This design comes from an exercise in tuning for small area and a short achievable clock period on the open sky130 flow, not from production work. In this exercise RTL edits were held to simulation tests only and were not proved equivalent to the original. Power is estimated from default activity; no workload was simulated.

==> flow/design.v (outline; a module is shown in full before it is edited, if it fits) <==
// module alu_inv: 3 lines
// module alu_nand2: 3 lines
// module alu_nor2: 3 lines
// module alu_and2: 3 lines
// module alu_xor2: 3 lines
// module alu_xnor2: 3 lines
// module alu_aoi21: 3 lines
// module alu_oai21: 3 lines
// module alu_aoi22: 3 lines
// module alu_aoi222: 3 lines
// module alu_nand3: 3 lines
// module alu_nand4: 3 lines
// module alu_maj3: 3 lines
// module alu_and2b: 3 lines
// module alu_nor2b: 3 lines
// module alu_a21o: 3 lines
// module alu_mux2i: 3 lines
// module ALU: 1268 lines
module ALU(
    input [31:0] rs1,
    input [31:0] rs2,
    input clk,
    input [3:0] sel,
    output reg [31:0] out
);
  // ...
==> flow/flow/run.sh <==
#!/bin/bash
# Standard layout with two changes: plain buf_1 cells as the port buffers, and
# every synthesized cell swapped for its smallest size before placement (the
# resizer sizes up again where needed).
set -euo pipefail
export BUFFER_PORTS_ARGS="-buffer_cell sky130_fd_sc_hd__buf_1"
export POST_FLOORPLAN_TCL="$PWD/flow/downsize.tcl"
bash standard.sh finish > make_finish.log 2>&1
==> flow/flow/downsize.tcl <==
# Swap every cell for the smallest cell of the same function (the same name
# without its drive-strength suffix); the resizer's repair steps that follow
# size up again where slew, capacitance or timing need it.
set dont_use [split $::env(DONT_USE_CELLS)]
set smallest [dict create]
foreach lc [get_lib_cells sky130_fd_sc_hd__*] {
  set n [get_name $lc]
  if {[lsearch -exact $dont_use $n] >= 0} { continue }
  if {![regexp {^(.+)_([0-9]+)$} $n -> fam drv]} { continue }
  set a [get_property $lc area]
  if {![dict exists $smallest $fam] || $a < [lindex [dict get $smallest $fam] 1]} {
    dict set smallest $fam [list $n $a]
  }
}
set count 0
foreach inst [get_cells *] {
  set lc [get_lib_cells -of_objects $inst]
  set n [get_name $lc]
  if {![regexp {^(.+)_([0-9]+)$} $n -> fam drv]} { continue }
  if {![dict exists $smallest $fam]} { continue }
  lassign [dict get $smallest $fam] best a
  if {$best ne $n && $a < [get_property $lc area]} {
    replace_cell $inst $best
    incr count
  }
}
puts "downsize.tcl: replaced $count cells"
==> flow/standard.sh <==
#!/bin/bash
# synth_recipe.tcl (not shown) runs the flow's synth.tcl, then flattens the netlist and writes it again
# the make line also repeats each setting of config.mk as NAME=value (left out here)
make -C /OpenROAD-flow-scripts/flow DESIGN_CONFIG=/design/flow/config.mk WORK_HOME=/design/flow/orfs CLKGATE_MAP_FILE= SYNTH_SCRIPT=/design/flow/synth_recipe.tcl "${@:-finish}"
==> flow/config.mk <==
export PLATFORM = sky130hd
export DESIGN_NAME = ALU
export DESIGN_NICKNAME = ALU
export VERILOG_FILES = /design/flow/design.v
export SDC_FILE = /design/flow/constraint.sdc
export NUM_CORES = 4
export LEC_CHECK = 0
export CAP_MARGIN = 20
export CORE_MARGIN = 2
export CORE_UTILIZATION = 40
export SETUP_SLACK_MARGIN = 1.7
export SLEW_MARGIN = 20
export SYNTH_HIERARCHICAL = 1
==> flow/constraint.sdc <==
create_clock -name core_clock -period 5.0 [get_ports {clk}]
set_input_delay 1.0000 -clock core_clock [delete_from_list [all_inputs] [get_ports {clk}]]
set_output_delay 1.0000 -clock core_clock [all_outputs]
set_load 0.01 [all_outputs]
==> summary.txt, run 1 <==
CTS
  – Clk buf depth: 2
  – Post-CTS Resized: 49
  – CTS tree: yes
  – Setup repair bufs after CTS: 8
  – Root buf cell: clkbuf_16

GRT
  – First-pass GRT wire length: 30,000 µm
  – GR Util met2: 34.5%
  – Met1 Track Usage GR: 32.9%

Worst setup path
  – Startpoint types: primary input
  – Crit path cell chain: clkbuf_2 -> buf_12 -> clkinvlp_2 -> buf_6 -> a22oi_1 -> a22oi_1 -> a22oi_2 -> a22oi_1 -> a22oi_1 -> a22oi_1 -> a22oi_1 -> nand3_1
  – Critical Path End Type: flop
  – CP dominant cell by count: a22oi_1
  – CP max-delay cell: a22oi_1

Power
  – Sequential share of power: 20.0%
  – Clk power: 0.362 mW

STA
  – Pins Over Slew Limit: 0
  – Worst Hold Margin: 0.510 ns
  – Post-route setup slack: 1.68 ns
  – Clock skew: 0 ns

Layout
  – Max FFs per register: 32
  – Multi-Input Combinational: 606
  – Area Overhead vs Synth: 8.21%
  – Post-route cell area: 6910 µm²

Yosys
  – Mux cell area share after synthesis: 0.314%
  – Post-Synthesis Cells: 675
  – Synth async-reset ratio: 0%

Die
  – Die area: 17,000 µm²
  – Initial Utilization: 40.6%

Outcome
  – Outcome: timing/DRC/antenna clean

Route
  – Number of remaining DRC errors: 0
==> run 2, diff against run 1 <==
--- a/flow/config.mk
+++ b/flow/config.mk
@@ -8,6 +8,6 @@
 export CAP_MARGIN = 20
 export CORE_MARGIN = 2
 export CORE_UTILIZATION = 40
-export SETUP_SLACK_MARGIN = 1.7
+export SETUP_SLACK_MARGIN = 1.6
 export SLEW_MARGIN = 20
 export SYNTH_HIERARCHICAL = 1
==> run 2 against run 1 <==
Total power decreased by 3.7%. Core utilization decreased by 3.6 points. Hold slack improved by 0.0054 ns. Critical path type unchanged.
==> summary.txt, run 2 <==
Worst setup path
  – Setup CP Type: primary input to flop (unchanged)
  – Reg2Reg Depth: 2 (unchanged)
  – Crit path cell chain: clkbuf_4 -> clkinvlp_2 -> buf_4 -> a22oi_1 -> a22oi_1 -> a22oi_1 -> a22oi_1 -> a22oi_1 -> a22oi_1 -> a22oi_1 -> nand3_1 (was clkbuf_2 -> buf_12 -> clkinvlp_2 -> buf_6 -> a22oi_1 -> a22oi_1 -> a22oi_2 -> a22oi_1 -> a22oi_1 -> a22oi_1 -> a22oi_1 -> nand3_1)
  – CP required: 5.15 ns (was 5.23 ns)
  – Crit path from: sel[3] (unchanged)
  – CP max-delay cell: a22oi_1 (unchanged)
  – Critical Path AT: 3.50 ns (was 3.54 ns)
  – Reg2reg setup slack: 4.10 ns (was 4.02 ns)
  – CP dominant cell by count: a22oi_1 (unchanged)
  – Startpoint types: primary input (unchanged)
  – Crit Reg-Reg Startpoint: out[16]$_DFF_P_ (was out[0]$_DFF_P_)
  – Crit-path max FO: 34 (unchanged)
  – R2R Path End: out[16]$_DFF_P_ (was out[0]$_DFF_P_)
  – Max stage delay on crit path: 0.34 ns (was 0.44 ns)
  – Critical Path End Type: flop (unchanged)

Route
  – Routed vias: 6,365 (was 6,448)
  – 1st-iter DRT viols: 1,020 (was 1,136)
  – Number of remaining DRC errors: 0 (unchanged)
  – Drt total wl: 20,100 µm (was 20,600 µm)
  – Wire length per cell: 19.5 µm (was 19.6 µm)
  – Routed Antenna Nets: 0 (unchanged)
  – Pre-antenna DRT Iters: 9 (was 7)
  – Post-DR vias/cell: 6.17 (was 6.14)

Power
  – Comb power frac: 56.1% (was 59.4%)
  – Clk pwr share: 23.0% (was 20.6%)
  – Worst vdd ir: 140 µV (was 145 µV)
  – Overall power: 1.69 mW (was 1.76 mW)
  – Switching fraction of total power: 44.7% (was 45.4%)
  – Net Sw Power: 0.756 mW (was 0.797 mW)
  – Pwr Density: 266 nW/µm² (was 254 nW/µm²)
  – Sequential share of power: 20.9% (was 20.0%)
  – Static Leak: 2.33 nW (was 2.47 nW)
  – Pint: 0.934 mW (was 0.958 mW)

Layout
  – Storage cell area: 641 µm² (unchanged)
  – Filler instances: 1,676 (was 1,585)
  – Most common cell after layout, fill and taps aside: a22oi_1 (unchanged)
  – Area Overhead vs Synth: -0.608% (was 8.21%)
  – Area of the multi-input gates: 4460 µm² (was 4820 µm²)
  – Post-route cell area: 6340 µm² (was 6910 µm²)
  – Largest regs: out x32 (unchanged)
  – Net count, final: 884 (was 902)
  – Most frequent cells in the layout: 213 x a22oi_1, 96 x buf_1, 61 x nand2_1 (was 157 x a22oi_1, 95 x buf_1, 67 x a22oi_2)
  – Max FFs per register: 32 (unchanged)
  – Largest Register: out (unchanged)
  – N_diodes: 0 (unchanged)
  – Share of layout cells above drive strength 1: 13.0% (was 23.7%)

Die
  – Die area: 17,000 µm² (unchanged)
  – Core ar.: 15,700 µm² (unchanged)
  – Initial Utilization: 40.6% (unchanged)
  – Row count: 46 (unchanged)
  – Die Wd: 130 µm (unchanged)
  – Die height: 130 µm (unchanged)
  – # IOs: 101 (unchanged)

STA
  – Minimum clock period: 3.35 ns (was 3.32 ns)
  – RSZ-0062 raised after global routing: true (unchanged)
  – Final Setup Violations: 0 (unchanged)
  – Post-route setup slack: 1.65 ns (was 1.68 ns)
  – Setup TNS: 0 ns (unchanged)
  – Worst Tran Pin Value: 1.05 ns (was 1.22 ns)
  – Fmax: 299 MHz (was 302 MHz)
  – Clock skew: 0 ns (unchanged)
  – Crit share post-route: 67.0% (was 66.3%)
  – Max transition margin: 29.9% (was 18.5%)
  – Final hold vios: 0 (unchanged)
  – Worst Hold Margin: 0.515 ns (was 0.510 ns)
  – Pins Over Slew Limit: 0 (unchanged)

Yosys
  – Number of flops mapped to enable cells by yosys: 0 (unchanged)
  – Post-synth top cells: 224 x a22oi_2, 80 x xor2_1, 61 x nand2_1, 46 x a21oi_2, 38 x nor2_1 (unchanged)
  – Top cells by area, synth: a22oi_2 44%, xor2_1 11%, dfxtp_1 10% (unchanged)
  – Sequential-to-total area share from yosys stat: 10.0% (unchanged)
  – Synth unique cells: 19 (unchanged)
  – Mapped Area: 6380 µm² (unchanged)
  – FF+latch count, synth: 32 (unchanged)
  – Most common cell in the synthesized netlist: a22oi_2 (unchanged)
  – Area leader, netlist: a22oi_2 (unchanged)
  – Syn Area/Cell: 9.46 µm² (unchanged)
  – Area share of the largest cell type after synthesis: 43.9% (unchanged)
  – Post-Synthesis Cells: 675 (unchanged)
  – Primary FF master, synth: dfxtp_1 (unchanged)
  – Syn_nets: 744 (unchanged)
  – Warnings from Yosys: 7 (unchanged)
  – Synth async-reset ratio: 0% (unchanged)

Placement
  – Dpl ws: 0.581 ns (was 0.713 ns)
  – Placer's final routability congestion estimate: 0.959 (was 0.942)
  – DP Wirelength: 14,600 µm (was 14,500 µm)
  – Port-buffer cells: 100 (unchanged)
  – DP Area: 5650 µm² (was 5630 µm²)

CTS
  – Clk buf depth: 2 (unchanged)
  – # hold bufs at CTS: 0 (unchanged)
  – Root buf cell: clkbuf_16 (unchanged)
  – Sink Count: 32 (unchanged)
  – CTS tree: yes (unchanged)
  – H-tree lvl count: 2 (unchanged)
  – Worst-path clk slew: 0.06 ns (about the same)
  – Num CTS Buffers: 5 (unchanged)
  – Worst-skew pair later-pin latency: 0.28 ns (about the same)

Worst hold path
  – Worst Hold Path Cells: 2 (unchanged)
  – HP Start: out[2]$_DFF_P_ (was out[23]$_DFF_P_)
  – Hold Crit Class: flop to flop (unchanged)
  – Hold path endpoint: out[2]$_DFF_P_ (was out[23]$_DFF_P_)

GRT
  – GRT overflow: 0 (unchanged)
  – GRT Overall Usage: 21.9% (was 22.5%)
  – Antenna violations before repair: 0 (unchanged)
  – Vias in the first global route: 5,327 (was 5,418)
  – First-pass GRT wire length: 29,400 µm (was 30,000 µm)
  – Largest net degree at the start of global routing: 35 (was 38)

Outcome
  – Outcome: timing/DRC/antenna clean (unchanged)

Flow run
  – Max_cap viols: 0 (unchanged)
==> run 2: cell families (layout without fill, tap and decap cells) <==
| kind of cell | count (synthesis) | count (layout) | share of synthesized area, % |
|---|---|---|---|
| AND/OR/NAND/NOR | 170 | 170 | 16.2 |
| XOR/XNOR | 97 | 97 | 13.3 |
| flip-flops | 32 | 32 | 10.0 |
| multiplexers | 2 | 2 | 0.314 |
| buffers and inverters | 37 | 178 | 2.18 |
| AO/OA/AOI/OAI | 337 | 337 | 58.0 |
==> run 2: how the worst max path moves through the flow <==
stage / depth (start not counted) / to / slack (ns)
global placement: 12 / out[0]$_DFF_P_ / 0.59
finish: 11 / out[10]$_DFF_P_ / 1.65
floorplan: 8 / out[2]$_DFF_P_ / 1.61
global route: 11 / out[0]$_DFF_P_ / 1.57
CTS: 16 / out[0]$_DFF_P_ / 1.60
detailed placement: 12 / out[0]$_DFF_P_ / 0.58
==> run 2: area by class of cell <==
| cell class | count | share of cell area (%) |
|---|---|---|
| clock buffers | 7 | 2.41 |
| clock inverters | 1 | 0.473 |
| inverters | 37 | 2.33 |
| multi-input cells | 606 | 70.2 |
| flip-flops and latches | 32 | 10.1 |
| well taps | 216 | 4.26 |
| repair buffers | 131 | 9.96 |
| repair inverters | 2 | 0.237 |
==> run 2: what timing repair did <==
item                                    in CTS  in global routing
endpoints found under the setup margin      32                 32
pin swaps                                    0                  4
gates cloned                                 0                  3
gates resized for setup                     22                 62
setup buffers                                0                 10
==> run 2: through the flow <==
stage	utilization, %	cells
finish	40.4	1032
global route	40.4	1032
CTS	37.7	1019
detailed placement	36.0	1011
global placement	36.0	1011
floorplan	-	675
==> run 2: critical path, delay by kind of cell <==
family	cells	cell delay [ns]
and+or+nand+nor	1	0.10
buffers and inverters	3	0.61
AOI/OAI and AO/OA	7	1.78
==> run 2: per-layer routing <==
layer	GRT usage [%]	vias up	share of wire, %
met5	0	-	0
met2	33.7	326	46
met4	5.57	0	2.3
li1	-	2970	-
met1	31.7	3029	44
met3	3.44	40	8.4
==> run 2: power groups by stage <==
stage	Clock (mW)	Combinational [mW]	Sequential (mW)
global route	0.401	1.03	0.358
global placement	0	0.843	0.357
floorplan	0	0.799	0.373
CTS	0.393	0.860	0.353
finish	0.389	0.949	0.353
detailed placement	0	0.842	0.356
==> run 2: modules after synthesis, one instance, submodules excluded, a selection <==
module      times used  flip-flops and latches  cells  area, µm²
alu_and2b           32                       0      1       13.8
alu_aoi21           46                       0      1       8.76
alu_aoi222          32                       0      1       10.0
alu_mux2i            2                       0      1       10.0
alu_nand2           60                       0      1       3.75
alu_nand3           31                       0      1       5.00
alu_nand4            1                       0      1       6.26
alu_nor2b            1                       0      1       13.8
alu_oai21           34                       0      1       5.00
alu_xnor2           16                       0      1       8.76
==> run 3, diff against run 2 <==
--- a/flow/config.mk
+++ b/flow/config.mk
@@ -8,6 +8,6 @@
 export CAP_MARGIN = 20
 export CORE_MARGIN = 2
 export CORE_UTILIZATION = 40
-export SETUP_SLACK_MARGIN = 1.6
+export SETUP_SLACK_MARGIN = 1.5
 export SLEW_MARGIN = 20
 export SYNTH_HIERARCHICAL = 1
==> run 3 against run 2 <==
Clock power fell by 17%. Global-route usage rose by 0.50 points. Routed wire length fell by 0.13%. Worst setup slack improved by 0.037 ns. Hold slack got worse by 0.0069 ns. Register-to-register slack got worse by 0.11 ns. Synthesized area did not move. Critical path type unchanged. Largest cell class unchanged.
==> summary.txt, run 3 <==
STA
  – Worst Tran Pin Value: 0.954 ns (was 1.05 ns)
  – Crit share post-route: 66.3% (was 67.0%)
  – Worst Hold Margin: 0.509 ns (was 0.515 ns)
  – Fmax: 302 MHz (was 299 MHz)
  – RSZ-0062 raised after global routing: false (was true)
  – Final Setup Violations: 0 (unchanged)
  – Minimum clock period: 3.31 ns (was 3.35 ns)
  – Setup TNS: 0 ns (unchanged)
  – Clock skew: 0 ns (unchanged)
  – Max transition margin: 36.4% (was 29.9%)
  – Pins Over Slew Limit: 0 (unchanged)
  – Final hold vios: 0 (unchanged)

Yosys
  – Primary FF master, synth: dfxtp_1 (unchanged)
  – Warnings from Yosys: 7 (unchanged)
  – Post-synth top cells: 224 x a22oi_2, 80 x xor2_1, 61 x nand2_1, 46 x a21oi_2, 38 x nor2_1 (unchanged)
  – Mapped Area: 6380 µm² (unchanged)
  – Sequential-to-total area share from yosys stat: 10.0% (unchanged)
  – Top cells by area, synth: a22oi_2 44%, xor2_1 11%, dfxtp_1 10% (unchanged)
  – Area share of the largest cell type after synthesis: 43.9% (unchanged)
  – Synth unique cells: 19 (unchanged)
  – Area leader, netlist: a22oi_2 (unchanged)
  – Most common cell in the synthesized netlist: a22oi_2 (unchanged)
  – Synth async-reset ratio: 0% (unchanged)
  – Syn_nets: 744 (unchanged)
  – Number of flops mapped to enable cells by yosys: 0 (unchanged)
  – Syn Area/Cell: 9.46 µm² (unchanged)
  – Post-Synthesis Cells: 675 (unchanged)
  – FF+latch count, synth: 32 (unchanged)

CTS
  – Worst-path clk slew: 0.05 ns (was 0.06 ns)
  – # hold bufs at CTS: 0 (unchanged)
  – Num CTS Buffers: 5 (unchanged)
  – Clk buf depth: 2 (unchanged)
  – H-tree lvl count: 2 (unchanged)
  – Root buf cell: clkbuf_16 (unchanged)
  – CTS tree: yes (unchanged)
  – Worst-skew pair later-pin latency: 0.28 ns (about the same)
  – Sink Count: 32 (unchanged)

Worst setup path
  – Crit-path max FO: 9 (was 34)
  – Crit path from: sel[1] (was sel[3])
  – Reg2Reg Depth: 2 (unchanged)
  – Crit Reg-Reg Startpoint: out[0]$_DFF_P_ (was out[16]$_DFF_P_)
  – CP bufs+invs: 4 (was 3)
  – Max stage delay on crit path: 0.26 ns (was 0.34 ns)
  – Crit path cell chain: buf_2 -> nor2_4 -> nor2_4 -> buf_4 -> xor2_2 -> nor2b_1 -> a21oi_1 -> o21ai_1 -> buf_4 -> a21oi_2 -> o21ai_2 -> buf_4 -> a21oi_1 -> mux2i_1 -> nand4_1 (was clkbuf_4 -> clkinvlp_2 -> buf_4 -> a22oi_1 -> a22oi_1 -> a22oi_1 -> a22oi_1 -> a22oi_1 -> a22oi_1 -> a22oi_1 -> nand3_1)
  – R2R Path End: out[0]$_DFF_P_ (was out[16]$_DFF_P_)
  – Critical Path AT: 3.47 ns (was 3.50 ns)
  – Setup CP Type: primary input to flop (unchanged)
  – Startpoint types: primary input (unchanged)
  – Delay-heaviest family, CP: compound AO/OA/AOI/OAI gates (unchanged)
  – CP dominant cell by count: buf_4 (was a22oi_1)
  – Reg2reg setup slack: 3.99 ns (was 4.10 ns)
  – Critical Path End Type: flop (unchanged)
  – CP required: 5.15 ns (about the same)
  – CP max-delay cell: xor2_2 (was a22oi_1)

Flow run
  – Max_cap viols: 0 (unchanged)

Route
  – Pre-antenna DRT Iters: 7 (was 9)
  – Number of remaining DRC errors: 0 (unchanged)
  – 1st-iter DRT viols: 1,142 (was 1,020)
  – Routed Antenna Nets: 0 (unchanged)
  – Drt total wl: 20,100 µm (about the same)
  – Routed vias: 6,321 (was 6,365)
  – Wire length per cell: 19.6 µm (was 19.5 µm)
  – Post-DR vias/cell: 6.15 (was 6.17)

Worst hold path
  – Hold path endpoint: out[27]$_DFF_P_ (was out[2]$_DFF_P_)
  – HP Start: out[27]$_DFF_P_ (was out[2]$_DFF_P_)
  – Worst Hold Path Cells: 2 (unchanged)
  – Hold Crit Class: flop to flop (unchanged)

Die
  – Die area: 17,000 µm² (unchanged)
  – Core ar.: 15,700 µm² (unchanged)
  – Die Wd: 130 µm (unchanged)
  – Initial Utilization: 40.6% (unchanged)
  – # IOs: 101 (unchanged)
  – Row count: 46 (unchanged)
  – Die height: 130 µm (unchanged)

GRT
  – First-pass GRT wire length: 29,700 µm (was 29,400 µm)
  – GRT overflow: 0 (unchanged)
  – GRT Overall Usage: 22.4% (was 21.9%)
  – Antenna violations before repair: 0 (unchanged)
  – Largest net degree at the start of global routing: 37 (was 35)
  – Vias in the first global route: 5,328 (was 5,327)

Placement
  – DP Wirelength: 14,700 µm (was 14,600 µm)
  – Post-Place Cells: 1,008 (was 1,011)
  – DP Area: 5630 µm² (was 5650 µm²)
  – Port-buffer cells: 100 (unchanged)
  – Placer's final routability congestion estimate: 0.945 (was 0.959)

Power
  – Worst vdd ir: 134 µV (was 140 µV)
  – Static Leak: 2.27 nW (was 2.33 nW)
  – Pwr Density: 260 nW/µm² (was 266 nW/µm²)

Layout
  – Filler instances: 1,698 (was 1,676)
  – Post-route cell area: 6080 µm² (was 6340 µm²)
  – Largest regs: out x32 (unchanged)
  – Largest Register: out (unchanged)
  – Non-Filler Instances: 1,028 (was 1,032)
  – Share of layout cells above drive strength 1: 9.73% (was 13.0%)
  – Most frequent cells in the layout: 222 x a22oi_1, 96 x buf_1, 66 x xor2_1 (was 213 x a22oi_1, 96 x buf_1, 61 x nand2_1)
  – Max FFs per register: 32 (unchanged)
  – Area Overhead vs Synth: -4.69% (was -0.608%)
  – Net count, final: 880 (was 884)
  – N_diodes: 0 (unchanged)
  – Most common cell after layout, fill and taps aside: a22oi_1 (unchanged)

Outcome
  – Outcome: timing/DRC/antenna clean (unchanged)
-- run 3: cell count changes in the layout (fill, tap and decap cells not counted), sizes merged --
cell | before | now
buf | 128 | 125
clkinvlp | 5 | 6
clkbuf | 10 | 7
clkinv | 0 | 2
bufinv | 1 | 0
-- run 3: layer usage --
| layer | vias up | global-route usage (%) | wire length (µm) |
|---|---|---|---|
| met5 | - | 0 | 0 |
| met4 | 0 | 6.58 | 354 |
| met3 | 27 | 2.91 | 1790 |
| met2 | 356 | 34.8 | 9090 |
| met1 | 2975 | 32.2 | 8870 |
| li1 | 2963 | - | - |
-- run 3: layout make-up --
| type | count | area [µm²] | area share (%) |
|---|---|---|---|
| clock buffers | 6 | 139 | 2.28 |
| clock inverters | 2 | 10.0 | 0.165 |
| inverters | 37 | 150 | 2.47 |
| multi-input cells | 606 | 4270 | 70.2 |
| flip-flops and latches | 32 | 641 | 10.5 |
| well taps | 216 | 270 | 4.44 |
| repair buffers | 126 | 579 | 9.52 |
| repair inverters | 3 | 22.5 | 0.370 |
-- run 3: modules after synthesis, one instance, submodules excluded, a selection --
module     area [µm²]  flip-flops and latches  times used
alu_nor2         3.75                       0          32
alu_nand4        6.26                       0           1
alu_nor2b        13.8                       0           1
alu_nand3        5.00                       0          31
alu_xnor2        8.76                       0          16
ALU               752                      32           1
alu_oai21        5.00                       0          34
alu_inv          3.75                       0          30
alu_mux2i        10.0                       0           2
alu_xor2         8.76                       0          80
-- run 3: through the flow --
stage                     util [%]  setup WS, ns  power (mW)
final                         38.7          1.69        1.58
after global routing          38.7          1.45        1.69
after CTS                     37.5          1.50        1.54
after detailed placement      35.8         0.534        1.20
after global placement        35.8         0.630        1.20
after floorplan                  -          1.50        1.17
-- run 3: worst reg2reg max path, delay by kind of cell (launching register included) --
family / cells / cell delay, ns
flip-flops: 1 / 0.34
AO/OA/AOI/OAI: 1 / 0.40
AND/OR/NAND/NOR: 1 / 0.14
-- run 3: power breakdown --
group	total [mW]	internal (mW)	switching, mW
clock network	0.324	0.197	0.128
logic	0.904	0.334	0.570
registers	0.351	0.314	0.0375
total	1.58	0.844	0.736
-- run 3: logic make-up (layout without fill, tap and decap cells) --
family / after synthesis / count (layout) / share of synthesized area [%]
flip-flops: 32 / 32 / 10.0
AO/OA/AOI/OAI: 337 / 337 / 58.0
AND/OR/NAND/NOR: 170 / 170 / 16.2
buffers and inverters: 37 / 174 / 2.18
multiplexers: 2 / 2 / 0.314
XOR/XNOR: 97 / 97 / 13.3
-- run 3: worst max path at each step --
stage	to	slack, ns	cells after the start
after global routing	out[28]$_DFF_P_	1.45	14
after global placement	out[0]$_DFF_P_	0.63	14
after detailed placement	out[0]$_DFF_P_	0.53	14
after floorplan	out[24]$_DFF_P_	1.50	12
final	out[0]$_DFF_P_	1.69	15
after CTS	out[0]$_DFF_P_	1.50	13
-- run 3: what timing repair did --
action                                  in CTS  in global routing
setup buffers                                1                  8
gates cloned                                 0                  3
gates resized for setup                     24                 26
pin swaps                                    1                  2
endpoints found under the setup margin      25                 31
==> run 4, diff against run 3 <==
--- a/flow/config.mk
+++ b/flow/config.mk
@@ -5,9 +5,9 @@
 export SDC_FILE = /design/flow/constraint.sdc
 export NUM_CORES = 4
 export LEC_CHECK = 0
-export CAP_MARGIN = 20
+export CAP_MARGIN = 0
 export CORE_MARGIN = 2
 export CORE_UTILIZATION = 40
 export SETUP_SLACK_MARGIN = 1.5
-export SLEW_MARGIN = 20
+export SLEW_MARGIN = 0
 export SYNTH_HIERARCHICAL = 1
==> run 4 against run 3 <==
Sequential cell count stayed put. Cell area hardly changed. Clock-buffer cell count stayed put. Sequential power hardly changed. Routed wire length is 0.40% higher. Register-to-register slack better by 0.06 ns. Die area stayed put. Synthesized area stayed put. Critical endpoint unchanged. Largest power group unchanged.
==> summary.txt, run 4 <==
Yosys
  – Synth unique cells: 19 (unchanged)
  – Post-Synthesis Cells: 675 (unchanged)
  – Number of flops mapped to enable cells by yosys: 0 (unchanged)
  – Primary FF master, synth: dfxtp_1 (unchanged)
  – FF+latch count, synth: 32 (unchanged)
  – Most common cell in the synthesized netlist: a22oi_2 (unchanged)
  – Area leader, netlist: a22oi_2 (unchanged)
  – Sequential-to-total area share from yosys stat: 10.0% (unchanged)
  – Syn Area/Cell: 9.46 µm² (unchanged)
  – Area share of the largest cell type after synthesis: 43.9% (unchanged)
  – Warnings from Yosys: 7 (unchanged)
  – Post-synth top cells: 224 x a22oi_2, 80 x xor2_1, 61 x nand2_1, 46 x a21oi_2, 38 x nor2_1 (unchanged)
  – Synth async-reset ratio: 0% (unchanged)
  – Top cells by area, synth: a22oi_2 44%, xor2_1 11%, dfxtp_1 10% (unchanged)
  – Mapped Area: 6380 µm² (unchanged)
  – Syn_nets: 744 (unchanged)

Layout
  – Post-route cell area: 6090 µm² (was 6080 µm²)
  – Share of layout cells above drive strength 1: 9.84% (was 9.73%)
  – Max FFs per register: 32 (unchanged)
  – N_diodes: 0 (unchanged)
  – Filler instances: 1,698 (unchanged)
  – Largest Register: out (unchanged)
  – Final core utilization: 38.7% (about the same)
  – Most frequent cells in the layout: 222 x a22oi_1, 96 x buf_1, 66 x xor2_1 (unchanged)
  – Storage cell area: 641 µm² (unchanged)
  – Net count, final: 881 (was 880)
  – Area of the multi-input gates: 4270 µm² (about the same)
  – Most common cell after layout, fill and taps aside: a22oi_1 (unchanged)
  – Area Overhead vs Synth: -4.65% (was -4.69%)
  – Largest regs: out x32 (unchanged)

Die
  – Row count: 46 (unchanged)
  – Die Wd: 130 µm (unchanged)
  – Die height: 130 µm (unchanged)
  – Core ar.: 15,700 µm² (unchanged)
  – Initial Utilization: 40.6% (unchanged)
  – Die area: 17,000 µm² (unchanged)
  – # IOs: 101 (unchanged)

GRT
  – GRT overflow: 0 (unchanged)
  – First-pass GRT wire length: 29,700 µm (unchanged)
  – Vias in the first global route: 5,328 (unchanged)
  – Antenna violations before repair: 0 (unchanged)
  – Largest net degree at the start of global routing: 37 (unchanged)
  – GRT Overall Usage: 22.4% (unchanged)

Worst setup path
  – Crit Reg-Reg Startpoint: out[0]$_DFF_P_ (unchanged)
  – R2R Path End: out[0]$_DFF_P_ (unchanged)
  – Crit-path max FO: 9 (unchanged)
  – Critical Path AT: 3.47 ns (about the same)
  – Reg2reg setup slack: 4.05 ns (was 3.99 ns)
  – Startpoint types: primary input (unchanged)
  – CP required: 5.16 ns (was 5.15 ns)
  – Critical Path End Type: flop (unchanged)
  – Setup CP Type: primary input to flop (unchanged)
  – Reg2Reg Depth: 2 (unchanged)

Placement
  – Placer's final routability congestion estimate: 0.945 (unchanged)
  – DP Area: 5630 µm² (unchanged)
  – DP Wirelength: 14,700 µm (unchanged)
  – Port-buffer cells: 100 (unchanged)

Flow run
  – Max_cap viols: 0 (unchanged)

CTS
  – Worst-skew pair later-pin latency: 0.28 ns (about the same)
  – Sink Count: 32 (unchanged)
  – Num CTS Buffers: 5 (unchanged)
  – Worst-path clk slew: 0.06 ns (was 0.05 ns)
  – CTS tree: yes (unchanged)
  – Clk buf depth: 2 (unchanged)
  – Root buf cell: clkbuf_16 (unchanged)
  – H-tree lvl count: 2 (unchanged)

Route
  – Drt total wl: 20,200 µm (was 20,100 µm)
  – Pre-antenna DRT Iters: 10 (was 7)
  – Routed Antenna Nets: 0 (unchanged)
  – Post-DR vias/cell: 6.15 (about the same)
  – Wire length per cell: 19.6 µm (about the same)
  – 1st-iter DRT viols: 1,105 (was 1,142)
  – Number of remaining DRC errors: 0 (unchanged)
  – Routed vias: 6,327 (was 6,321)

STA
  – Pins Over Slew Limit: 0 (unchanged)
  – Fmax: 301 MHz (was 302 MHz)
  – RSZ-0062 raised after global routing: false (unchanged)
  – Final hold vios: 0 (unchanged)
  – Setup TNS: 0 ns (unchanged)
  – Clock skew: 0 ns (unchanged)
  – Worst Tran Pin Value: 1.17 ns (was 0.954 ns)
  – Crit share post-route: 66.3% (about the same)
  – Minimum clock period: 3.32 ns (was 3.31 ns)
  – Final Setup Violations: 0 (unchanged)
  – Max transition margin: 22.1% (was 36.4%)

Power
  – Pwr Density: 260 nW/µm² (about the same)
  – Comb power frac: 57.2% (about the same)
  – Net Sw Power: 0.737 mW (was 0.736 mW)
  – Worst vdd ir: 135 µV (was 134 µV)
  – Switching fraction of total power: 46.6% (about the same)
  – Clk pwr share: 20.5% (about the same)
  – Sequential share of power: 22.3% (was 22.2%)
  – Pint: 0.845 mW (was 0.844 mW)
  – Static Leak: 2.27 nW (about the same)

Worst hold path
  – Hold Crit Class: flop to flop (unchanged)
  – HP Start: out[27]$_DFF_P_ (unchanged)
  – Hold path endpoint: out[27]$_DFF_P_ (unchanged)
  – Worst Hold Path Cells: 2 (unchanged)

Outcome
  – Outcome: timing/DRC/antenna clean (unchanged)
run 4: power by group through the flow:
stage,combinational (mW),sequential (mW),clock (mW)
CTS,0.861,0.352,0.330
global route,0.996,0.358,0.337
detailed placement,0.842,0.356,0
finish,0.905,0.352,0.324
global placement,0.838,0.359,0
floorplan,0.797,0.373,0
run 4: worst max path at each step:
stage,slack [ns],end,startpoint,depth (start not counted)
after global placement,0.63,out[0]$_DFF_P_,sel[1],14
after global routing,1.45,out[28]$_DFF_P_,sel[1],14
after CTS,1.50,out[0]$_DFF_P_,sel[2],13
after floorplan,1.50,out[24]$_DFF_P_,sel[0],12
after detailed placement,0.53,out[0]$_DFF_P_,sel[1],14
final,1.68,out[0]$_DFF_P_,sel[0],15
run 4: metal layers:
| layer | track usage [%] | part of all wire, % | up-vias |
|---|---|---|---|
| li1 | - | - | 2965 |
| met2 | 34.8 | 45 | 351 |
| met5 | 0 | 0 | - |
| met3 | 2.91 | 8.2 | 28 |
| met1 | 32.2 | 45 | 2983 |
| met4 | 6.58 | 1.9 | 0 |
run 4: cells by family (layout without fill, tap and decap cells):
| family | Yosys count | in the layout | synth area share [%] |
|---|---|---|---|
| and+or+nand+nor | 170 | 170 | 16.2 |
| buffers and inverters | 37 | 175 | 2.18 |
| xor gates and xnor gates | 97 | 97 | 13.3 |
| AOI/OAI and AO/OA | 337 | 337 | 58.0 |
| DFF | 32 | 32 | 10.0 |
| muxes | 2 | 2 | 0.314 |
run 4: worst max-delay path, stage by stage:
cell	delay (ns)
buf_2	0.17
nor2_4	0.25
nor2_4	0.08
buf_4	0.16
xor2_2	0.26
nor2b_1	0.12
a21oi_1	0.13
o21ai_1	0.08
buf_4	0.17
a21oi_2	0.23
o21ai_2	0.14
buf_4	0.20
a21oi_1	0.17
mux2i_1	0.20
nand4_1	0.10
run 4: through the flow:
stage	total power [mW]	cells	setup WS, ns	hold slack [ns]
CTS	1.54	1017	1.50	0.510
global route	1.69	1029	1.45	0.546
global placement	1.20	1008	0.630	0.504
detailed placement	1.20	1008	0.534	0.495
finish	1.58	1029	1.68	0.510
floorplan	1.17	675	1.50	0.556
run 4: Yosys stat by module (local to each module, per instance):
module / flip-flops and latches / cells inside / copies in the design / area, µm²
ALU: 32 / 54 / 1 / 752
alu_and2b: 0 / 1 / 32 / 13.8
alu_aoi21: 0 / 1 / 46 / 8.76
alu_aoi22: 0 / 1 / 224 / 12.5
alu_aoi222: 0 / 1 / 32 / 10.0
alu_inv: 0 / 1 / 30 / 3.75
alu_mux2i: 0 / 1 / 2 / 10.0
alu_nand2: 0 / 1 / 60 / 3.75
alu_nand3: 0 / 1 / 31 / 5.00
alu_nand4: 0 / 1 / 1 / 6.26
alu_nor2: 0 / 1 / 32 / 3.75
alu_nor2b: 0 / 1 / 1 / 13.8
alu_oai21: 0 / 1 / 34 / 5.00
alu_xnor2: 0 / 1 / 16 / 8.76
alu_xor2: 0 / 1 / 80 / 8.76
run 4: area by class of cell:
cell class	instances	share of cell area [%]
flip-flops and latches	32	10.5
well taps	216	4.44
repair buffers	127	9.64
clock buffers	6	2.28
multi-input cells	606	70.1
clock inverters	2	0.164
repair inverters	3	0.370
inverters	37	2.47
run 4: what timing repair did:
item,CTS,global route
gates cloned,0,3
setup endpoints to repair,25,31
setup buffers,1,9
hold buffers,0,0
resized for setup,24,26
pin swaps,1,2
==> run 5, diff against run 4 <==
--- a/flow/config.mk
+++ b/flow/config.mk
@@ -8,6 +8,6 @@
 export CAP_MARGIN = 0
 export CORE_MARGIN = 2
 export CORE_UTILIZATION = 40
-export SETUP_SLACK_MARGIN = 1.5
+export SETUP_SLACK_MARGIN = 1.55
 export SLEW_MARGIN = 0
 export SYNTH_HIERARCHICAL = 1
==> run 5 against run 4 <==
Cell area up 3.0%. Combinational power up 2.2%. Worst setup slack worse by 0.053 ns.
==> summary.txt, run 5 <==
Worst setup path
  – Crit-path max FO: 22 (was 9)
  – Reg2Reg Depth: 2 (unchanged)
  – Crit Reg-Reg Startpoint: out[0]$_DFF_P_ (unchanged)
  – Critical Path End Type: flop (unchanged)
  – Critical Path AT: 3.53 ns (was 3.47 ns)
  – CP bufs+invs: 4 (unchanged)
  – Delay-heaviest family, CP: compound AO/OA/AOI/OAI gates (unchanged)
  – CP required: 5.16 ns (about the same)
  – Startpoint types: primary input (unchanged)
  – Reg2reg setup slack: 4.12 ns (was 4.05 ns)
  – Crit path cell chain: buf_1 -> buf_6 -> clkinvlp_4 -> buf_4 -> a22oi_1 -> a22oi_1 -> a22oi_1 -> a22oi_1 -> a22oi_1 -> a22oi_1 -> a22oi_1 -> nand3_1 (was buf_2 -> nor2_4 -> nor2_4 -> buf_4 -> xor2_2 -> nor2b_1 -> a21oi_1 -> o21ai_1 -> buf_4 -> a21oi_2 -> o21ai_2 -> buf_4 -> a21oi_1 -> mux2i_1 -> nand4_1)
  – R2R Path End: out[0]$_DFF_P_ (unchanged)
  – CP max-delay cell: a22oi_1 (was xor2_2)
  – Max stage delay on crit path: 0.36 ns (was 0.26 ns)
  – Setup CP Type: primary input to flop (unchanged)
  – CP dominant cell by count: a22oi_1 (was buf_4)

GRT
  – GRT overflow: 0 (unchanged)
  – Antenna violations before repair: 0 (unchanged)
  – Largest net degree at the start of global routing: 34 (was 37)
  – First-pass GRT wire length: 29,600 µm (was 29,700 µm)
  – GRT Overall Usage: 22.2% (was 22.4%)
  – Vias in the first global route: 5,364 (was 5,328)

CTS
  – Sink Count: 32 (unchanged)
  – Root buf cell: clkbuf_16 (unchanged)
  – CTS tree: yes (unchanged)
  – H-tree lvl count: 2 (unchanged)
  – Worst-path clk slew: 0.06 ns (about the same)
  – Num CTS Buffers: 5 (unchanged)
  – Worst-skew pair later-pin latency: 0.28 ns (about the same)
  – Clk buf depth: 2 (unchanged)

Placement
  – DP Area: 5630 µm² (unchanged)
  – DP Wirelength: 14,500 µm (was 14,700 µm)
  – Dpl ws: 0.599 ns (was 0.534 ns)
  – Post-Place Cells: 1,008 (unchanged)
  – Port-buffer cells: 100 (unchanged)
  – Placer's final routability congestion estimate: 0.966 (was 0.945)

Die
  – Die area: 17,000 µm² (unchanged)
  – Initial Utilization: 40.6% (unchanged)
  – Row count: 46 (unchanged)
  – Die height: 130 µm (unchanged)
  – Die Wd: 130 µm (unchanged)
  – # IOs: 101 (unchanged)
  – Core ar.: 15,700 µm² (unchanged)

Route
  – Post-DR vias/cell: 6.12 (was 6.15)
  – Drt total wl: 20,000 µm (was 20,200 µm)
  – Number of remaining DRC errors: 0 (unchanged)
  – Pre-antenna DRT Iters: 10 (unchanged)
  – Wire length per cell: 19.4 µm (was 19.6 µm)
  – 1st-iter DRT viols: 1,151 (was 1,105)
  – Routed Antenna Nets: 0 (unchanged)
  – Routed vias: 6,314 (was 6,327)

STA
  – Worst Tran Pin Value: 1.20 ns (was 1.17 ns)
  – Fmax: 297 MHz (was 301 MHz)
  – Clock skew: 0 ns (unchanged)
  – RSZ-0062 raised after global routing: true (was false)
  – Max transition margin: 20.0% (was 22.1%)
  – Pins Over Slew Limit: 0 (unchanged)
  – Worst Hold Margin: 0.519 ns (was 0.510 ns)
  – Crit share post-route: 67.4% (was 66.3%)
  – Post-route setup slack: 1.63 ns (was 1.68 ns)
  – Setup TNS: 0 ns (unchanged)
  – Final hold vios: 0 (unchanged)
  – Final Setup Violations: 0 (unchanged)
  – Minimum clock period: 3.37 ns (was 3.32 ns)

Layout
  – Largest Register: out (unchanged)
  – N_diodes: 0 (unchanged)
  – Share of layout cells above drive strength 1: 11.2% (was 9.84%)
  – Post-route cell area: 6270 µm² (was 6090 µm²)
  – Largest regs: out x32 (unchanged)
  – Non-Filler Instances: 1,032 (was 1,029)
  – Max FFs per register: 32 (unchanged)
  – Area Overhead vs Synth: -1.80% (was -4.65%)
  – Final core utilization: 39.9% (was 38.7%)
  – Most common cell after layout, fill and taps aside: a22oi_1 (unchanged)
  – Most frequent cells in the layout: 217 x a22oi_1, 98 x buf_1, 64 x xor2_1 (was 222 x a22oi_1, 96 x buf_1, 66 x xor2_1)
  – Net count, final: 884 (was 881)

Yosys
  – Syn_nets: 744 (unchanged)
  – Mapped Area: 6380 µm² (unchanged)
  – Sequential-to-total area share from yosys stat: 10.0% (unchanged)
  – Most common cell in the synthesized netlist: a22oi_2 (unchanged)
  – Post-Synthesis Cells: 675 (unchanged)
  – FF+latch count, synth: 32 (unchanged)
  – Warnings from Yosys: 7 (unchanged)
  – Synth async-reset ratio: 0% (unchanged)
  – Area share of the largest cell type after synthesis: 43.9% (unchanged)
  – Post-synth top cells: 224 x a22oi_2, 80 x xor2_1, 61 x nand2_1, 46 x a21oi_2, 38 x nor2_1 (unchanged)
  – Syn Area/Cell: 9.46 µm² (unchanged)
  – Area leader, netlist: a22oi_2 (unchanged)
  – Number of flops mapped to enable cells by yosys: 0 (unchanged)
  – Top cells by area, synth: a22oi_2 44%, xor2_1 11%, dfxtp_1 10% (unchanged)
  – Primary FF master, synth: dfxtp_1 (unchanged)
  – Synth unique cells: 19 (unchanged)

Power
  – Overall power: 1.67 mW (was 1.58 mW)
  – Static Leak: 2.31 nW (was 2.27 nW)
  – Pwr Density: 266 nW/µm² (was 260 nW/µm²)
  – Worst vdd ir: 127 µV (was 135 µV)

Worst hold path
  – Hold path endpoint: out[22]$_DFF_P_ (was out[27]$_DFF_P_)
  – HP Start: out[22]$_DFF_P_ (was out[27]$_DFF_P_)
  – Hold Crit Class: flop to flop (unchanged)
  – Worst Hold Path Cells: 2 (unchanged)

Outcome
  – Outcome: timing/DRC/antenna clean (unchanged)

Flow run
  – Max_cap viols: 0 (unchanged)
==> run 5: cell counts after synthesis <==
No cell type changed its count.
==> run 5: modules after synthesis, one instance, submodules excluded, a selection <==
module      flops+latches  copies in the design
alu_nand4               0                     1
alu_xor2                0                    80
alu_mux2i               0                     2
alu_oai21               0                    34
alu_aoi22               0                   224
alu_inv                 0                    30
alu_aoi222              0                    32
alu_and2b               0                    32
alu_nand2               0                    60
==> run 5: how the worst max path moves through the flow <==
stage	start	end	slack, ns	cells past startpoint
6_report	sel[3]	out[30]$_DFF_P_	1.63	12
5_1_grt	sel[3]	out[21]$_DFF_P_	1.50	12
4_1_cts	sel[2]	out[0]$_DFF_P_	1.55	14
3_5_place_dp	sel[1]	out[0]$_DFF_P_	0.60	12
3_3_place_gp	sel[1]	out[0]$_DFF_P_	0.58	12
2_1_floorplan	sel[3]	out[0]$_DFF_P_	1.53	9
==> run 5: routing by layer <==
metal	track usage (%)	part of all wire (%)
met2	33.8	44
met1	32.6	45
met4	6.51	2.8
met5	0	0
met3	2.95	8.8
==> run 5: cells by family after synthesis <==
family	Yosys count	share of synthesized area (%)
AO/OA/AOI/OAI	337	58.0
AND/OR/NAND/NOR	170	16.2
XOR/XNOR	97	13.3
buffers and inverters	37	2.18
flip-flops	32	10.0
multiplexers	2	0.314
==> run 5: report_power, final <==
group / switching, mW / internal, mW
combinational: 0.579 / 0.347
clock: 0.127 / 0.263
sequential: 0.0371 / 0.314
==> run 5: worst min-delay path: stages (launching register included) <==
cell and delay [ns]:
dfxtp_1 0.33, a222oi_1 0.08, nand3_1 0.08
==> run 5: timing repair <==
item | 4_1_cts | 5_1_grt
pin swaps | 0 | 2
endpoints found under the setup margin | 32 | 32
gates resized for setup | 19 | 44
cloned | 1 | 2
setup buffers | 2 | 11
hold buffers | 0 | 0
endpoints found under the hold margin | 0 | 0
==> run 5: cell type report <==
| type | instances | area [µm²] |
|---|---|---|
| clock inverter | 1 | 30.0 |
| timing repair buffer | 130 | 627 |
| multi-input combinational | 606 | 4370 |
| timing repair inverter | 3 | 22.5 |
| inverter | 37 | 150 |
| tap | 216 | 270 |
| fill | 1636 | 9450 |
| sequential | 32 | 641 |
| clock buffer | 7 | 153 |
==> run 6, diff against run 5 <==
--- a/flow/flow/downsize.tcl
+++ b/flow/flow/downsize.tcl
@@ -1,6 +1,7 @@
 # Swap every cell for the smallest cell of the same function (the same name
 # without its drive-strength suffix); the resizer's repair steps that follow
-# size up again where slew, capacitance or timing need it.
+# size up again where slew, capacitance or timing need it. The adder's carry
+# tree (its AOI21 and OAI21 cells) keeps the sizes synthesis gave it.
 set dont_use [split $::env(DONT_USE_CELLS)]
 set smallest [dict create]
 foreach lc [get_lib_cells sky130_fd_sc_hd__*] {
@@ -18,6 +19,7 @@
   set n [get_name $lc]
   if {![regexp {^(.+)_([0-9]+)$} $n -> fam drv]} { continue }
   if {![dict exists $smallest $fam]} { continue }
+  if {$fam in {sky130_fd_sc_hd__a21oi sky130_fd_sc_hd__o21ai}} { continue }
   lassign [dict get $smallest $fam] best a
   if {$best ne $n && $a < [get_property $lc area]} {
     replace_cell $inst $best
==> flow/config.mk (replaced) <==
export PLATFORM = sky130hd
export DESIGN_NAME = ALU
export DESIGN_NICKNAME = ALU
export VERILOG_FILES = /design/flow/design.v
export SDC_FILE = /design/flow/constraint.sdc
export NUM_CORES = 4
export LEC_CHECK = 0
export CAP_MARGIN = 20
export CORE_MARGIN = 2
export CORE_UTILIZATION = 40
export SETUP_SLACK_MARGIN = 1.5
export SLEW_MARGIN = 20
export SYNTH_HIERARCHICAL = 1
==> run 6 against run 5 <==
Non-clock buffer count shrank 11. Clock-buffer cell count shrank 1. Sequential power shrank 1%. Global-route usage grew 0.079 points. Via count shrank 0.92%. Synthesized area is the same. Worst setup slack lost 0.029 ns. Core utilization grew 0.30 points. Total power shrank 2.1%. Combinational power grew 3.9%. Routed wire length shrank 2.2%. Critical endpoint is now out[5]$_DFF_P_. Largest cell class unchanged. Highest routed layer unchanged.
==> summary.txt, run 6 <==
Power
  – Overall power: 1.63 mW (was 1.67 mW)
  – Comb power frac: 58.9% (was 55.5%)
  – Net Sw Power: 0.767 mW (was 0.743 mW)
  – Worst vdd ir: 121 µV (was 127 µV)
  – Pint: 0.864 mW (was 0.923 mW)
  – Clk pwr share: 19.8% (was 23.4%)
  – Switching fraction of total power: 47.0% (was 44.6%)
  – Pwr Density: 258 nW/µm² (was 266 nW/µm²)
  – Static Leak: 2.27 nW (was 2.31 nW)
  – Sequential share of power: 21.3% (was 21.1%)

Yosys
  – Most common cell in the synthesized netlist: a22oi_2 (unchanged)
  – Mapped Area: 6380 µm² (unchanged)
  – Synth unique cells: 19 (unchanged)
  – Top cells by area, synth: a22oi_2 44%, xor2_1 11%, dfxtp_1 10% (unchanged)
  – Syn Area/Cell: 9.46 µm² (unchanged)
  – Warnings from Yosys: 7 (unchanged)
  – Number of flops mapped to enable cells by yosys: 0 (unchanged)
  – Area leader, netlist: a22oi_2 (unchanged)
  – Synth async-reset ratio: 0% (unchanged)
  – Syn_nets: 744 (unchanged)
  – Primary FF master, synth: dfxtp_1 (unchanged)
  – Sequential-to-total area share from yosys stat: 10.0% (unchanged)
  – Area share of the largest cell type after synthesis: 43.9% (unchanged)
  – FF+latch count, synth: 32 (unchanged)
  – Post-Synthesis Cells: 675 (unchanged)
  – Post-synth top cells: 224 x a22oi_2, 80 x xor2_1, 61 x nand2_1, 46 x a21oi_2, 38 x nor2_1 (unchanged)

GRT
  – GRT Overall Usage: 22.3% (was 22.2%)
  – Vias in the first global route: 5,458 (was 5,364)
  – Antenna violations before repair: 0 (unchanged)
  – First-pass GRT wire length: 29,600 µm (about the same)
  – Largest net degree at the start of global routing: 39 (was 34)
  – Met1 Track Usage GR: 29.6% (was 32.6%)
  – GR Util met2: 36.6% (was 33.8%)
  – GRT overflow: 0 (unchanged)
  – Busiest layer in global routing: met2 (unchanged)
  – Met3 Track Usage GR: 3.69% (was 2.95%)

Die
  – Die area: 17,000 µm² (unchanged)
  – Row count: 46 (unchanged)
  – Initial Utilization: 40.6% (unchanged)
  – Die Wd: 130 µm (unchanged)
  – # IOs: 101 (unchanged)
  – Die height: 130 µm (unchanged)
  – Core ar.: 15,700 µm² (unchanged)

Route
  – Pre-antenna DRT Iters: 11 (was 10)
  – Post-DR vias/cell: 6.13 (was 6.12)
  – Number of remaining DRC errors: 0 (unchanged)
  – 1st-iter DRT viols: 1,162 (was 1,151)
  – Routed vias: 6,256 (was 6,314)
  – Wire length per cell: 19.2 µm (was 19.4 µm)
  – Drt total wl: 19,600 µm (was 20,000 µm)
  – Routed Antenna Nets: 0 (unchanged)

Layout
  – Filler instances: 1,652 (was 1,636)
  – Share of layout cells above drive strength 1: 15.9% (was 11.2%)
  – Area Overhead vs Synth: -1.06% (was -1.80%)
  – N_diodes: 0 (unchanged)
  – Max FFs per register: 32 (unchanged)
  – Most common cell after layout, fill and taps aside: a22oi_1 (unchanged)
  – Largest Register: out (unchanged)
  – Post-route cell area: 6310 µm² (was 6270 µm²)
  – Net count, final: 872 (was 884)
  – Most frequent cells in the layout: 217 x a22oi_1, 97 x buf_1, 61 x nand2_1 (was 217 x a22oi_1, 98 x buf_1, 64 x xor2_1)
  – Largest regs: out x32 (unchanged)

STA
  – Fmax: 294 MHz (was 297 MHz)
  – Setup TNS: 0 ns (unchanged)
  – Post-route setup slack: 1.60 ns (was 1.63 ns)
  – Final hold vios: 0 (unchanged)
  – Clock skew: 0 ns (unchanged)
  – RSZ-0062 raised after global routing: true (unchanged)
  – Minimum clock period: 3.40 ns (was 3.37 ns)
  – Worst Tran Pin Value: 0.966 ns (was 1.20 ns)
  – Max transition margin: 35.5% (was 20.0%)
  – Crit share post-route: 68.0% (was 67.4%)
  – Final Setup Violations: 0 (unchanged)
  – Pins Over Slew Limit: 0 (unchanged)

Outcome
  – Outcome: timing/DRC/antenna clean (unchanged)

CTS
  – CTS tree: yes (unchanged)
  – Worst-path clk slew: 0.05 ns (was 0.06 ns)
  – Root buf cell: clkbuf_16 (unchanged)
  – Clk buf depth: 2 (unchanged)
  – # hold bufs at CTS: 0 (unchanged)
  – Sink Count: 32 (unchanged)
  – H-tree lvl count: 2 (unchanged)
  – Worst-skew pair later-pin latency: 0.28 ns (about the same)
  – Num CTS Buffers: 5 (unchanged)

Worst setup path
  – Crit path cell chain: buf_1 -> buf_8 -> clkinvlp_4 -> buf_4 -> a22oi_1 -> a22oi_1 -> a22oi_1 -> a22oi_1 -> a22oi_1 -> a22oi_1 -> a22oi_1 -> nand3_1 (was buf_1 -> buf_6 -> clkinvlp_4 -> buf_4 -> a22oi_1 -> a22oi_1 -> a22oi_1 -> a22oi_1 -> a22oi_1 -> a22oi_1 -> a22oi_1 -> nand3_1)
  – Reg2Reg Depth: 2 (unchanged)
  – Critical Path AT: 3.55 ns (was 3.53 ns)
  – Crit-path max FO: 38 (was 22)
  – CP required: 5.15 ns (was 5.16 ns)
  – Crit Reg-Reg Startpoint: out[13]$_DFF_P_ (was out[0]$_DFF_P_)
  – Max stage delay on crit path: 0.39 ns (was 0.36 ns)
  – R2R Path End: out[13]$_DFF_P_ (was out[0]$_DFF_P_)
  – Critical Path End Type: flop (unchanged)
  – CP max-delay cell: a22oi_1 (unchanged)
  – Delay-heaviest family, CP: compound AO/OA/AOI/OAI gates (unchanged)
  – CP bufs+invs: 4 (unchanged)
  – Setup CP Type: primary input to flop (unchanged)
  – Reg2reg setup slack: 4.12 ns (about the same)
  – Startpoint types: primary input (unchanged)
  – CP dominant cell by count: a22oi_1 (unchanged)

Flow run
  – Max_cap viols: 0 (unchanged)

Placement
  – Port-buffer cells: 100 (unchanged)
  – Dpl ws: 0.374 ns (was 0.599 ns)
  – DP Area: 5790 µm² (was 5630 µm²)
  – DP Wirelength: 14,500 µm (about the same)
  – Placer's final routability congestion estimate: 0.894 (was 0.966)

Worst hold path
  – HP Start: out[30]$_DFF_P_ (was out[22]$_DFF_P_)
  – Worst Hold Path Cells: 2 (unchanged)
  – Hold Crit Class: flop to flop (unchanged)
  – Hold path endpoint: out[30]$_DFF_P_ (was out[22]$_DFF_P_)
run 6: worst max-delay path by stage:
stage	from	end	cells past startpoint	slack [ns]
floorplan	sel[0]	out[24]$_DFF_P_	12	1.50
global placement	sel[1]	out[24]$_DFF_P_	13	0.51
detailed placement	sel[1]	out[21]$_DFF_P_	14	0.37
CTS	sel[0]	out[0]$_DFF_P_	12	1.50
global route	sel[3]	out[5]$_DFF_P_	12	1.45
finish	sel[3]	out[5]$_DFF_P_	12	1.60
run 6: repair_timing:
item / in CTS / in global routing
gates cloned: 1 / 1
endpoints found under the setup margin: 32 / 32
resized for setup: 31 / 29
pin swaps: 1 / 0
setup buffers: 3 / 2
run 6: logic make-up (layout without fill, tap and decap cells):
logic type                after synthesis  in the layout  synth area share (%)
DFF                                    32             32                  10.0
AOI/OAI and AO/OA                     337            337                  58.0
muxes                                   2              2                 0.314
and+or+nand+nor                       170            170                  16.2
xor gates and xnor gates               97             97                  13.3
buffers and inverters                  37            166                  2.18
run 6: power by group through the flow:
stage / sequential, mW / clock (mW) / combinational (mW)
after detailed placement: 0.353 / 0 / 0.883
after floorplan: 0.373 / 0 / 0.797
after global placement: 0.354 / 0 / 0.880
after CTS: 0.348 / 0.330 / 0.919
final: 0.347 / 0.323 / 0.961
after global routing: 0.354 / 0.341 / 1.05
run 6: area by class of cell:
type / count / area [µm²] / share of cell area, %
Multi-Input combinational cell: 606 / 4550 / 72.1
Inverter: 37 / 146 / 2.32
Timing Repair inverter: 2 / 15.0 / 0.238
Clock buffer: 6 / 139 / 2.20
Timing Repair Buffer: 119 / 542 / 8.58
Sequential cell: 32 / 641 / 10.1
Tap cell: 216 / 270 / 4.28
Clock inverter: 2 / 10.0 / 0.159
run 6: through the flow:
| stage | util (%) | instances | hold slack, ns |
|---|---|---|---|
| 3_5_place_dp | 36.9 | 1005 | 0.504 |
| 5_1_grt | 40.2 | 1020 | 0.541 |
| 2_1_floorplan | - | 675 | 0.556 |
| 6_report | 40.2 | 1020 | 0.516 |
| 3_3_place_gp | 36.9 | 1005 | 0.502 |
| 4_1_cts | 39.0 | 1017 | 0.520 |
run 6: modules after synthesis (local to each module, per instance):
module	flip-flops and latches	copies in the design	cell area, µm²	cells inside
alu_nand3	0	31	5.00	1
alu_inv	0	30	3.75	1
alu_oai21	0	34	5.00	1
ALU	32	1	752	54
alu_nor2	0	32	3.75	1
alu_aoi222	0	32	10.0	1
alu_aoi21	0	46	8.76	1
alu_xor2	0	80	8.76	1
alu_and2b	0	32	13.8	1
alu_nor2b	0	1	13.8	1
alu_xnor2	0	16	8.76	1
alu_nand4	0	1	6.26	1
alu_mux2i	0	2	10.0	1
alu_nand2	0	60	3.75	1
alu_aoi22	0	224	12.5	1
run 6: worst reg2reg max path, cell delays in order (launching register included):
cell	delay, ns
dfxtp_1	0.31
a222oi_1	0.31
nand3_1	0.13
run 6: layer usage:
layer	part of all wire [%]	vias to the layer above
li1	-	2945
met1	42	2953
met2	47	319
met3	7.9	39
met4	3.3	0
met5	0	-

==> separate check: timing with driven ports <==
The flow's constraints put no driver on any port. The routed layouts listed below were extracted and timed again, unchanged, in two steps.
Step 1 sets driving cells, clkbuf_16 on the clock port and buf_2 on the other inputs (assumed; they add their load-dependent delay and slew).
Step 2 adds t to the input delays and takes it off the output delays; t is the mean of the earliest and latest rising clock arrival at the registers after step 1. Input paths then give back, and output paths get back, about the clock's delay inside the block.
a / b / c = no drivers / after step 1 / after step 2; a / b = the first two.
run	t (ns)	slack for setup (ns)	worst setup path after step 2	worst register clock-pin slew, ns
run 1	0.322	1.683 / 1.697 / 1.376	input to register	0.06 / 0.06
run 2	0.320	1.650 / 1.661 / 1.341	input to register	0.06 / 0.06
run 3	0.329	1.687 / 1.711 / 1.383	input to register	0.06 / 0.06
run 4	0.327	1.683 / 1.703 / 1.376	input to register	0.06 / 0.06
run 5	0.324	1.630 / 1.636 / 1.313	input to register	0.06 / 0.06
run 6	0.323	1.601 / 1.615 / 1.292	input to register	0.06 / 0.06
After both steps setup and hold are still met in every run listed. For run 5, which loses most, drivers alone change the setup slack by +0.006 ns; drivers and shift together by -0.317 ns.
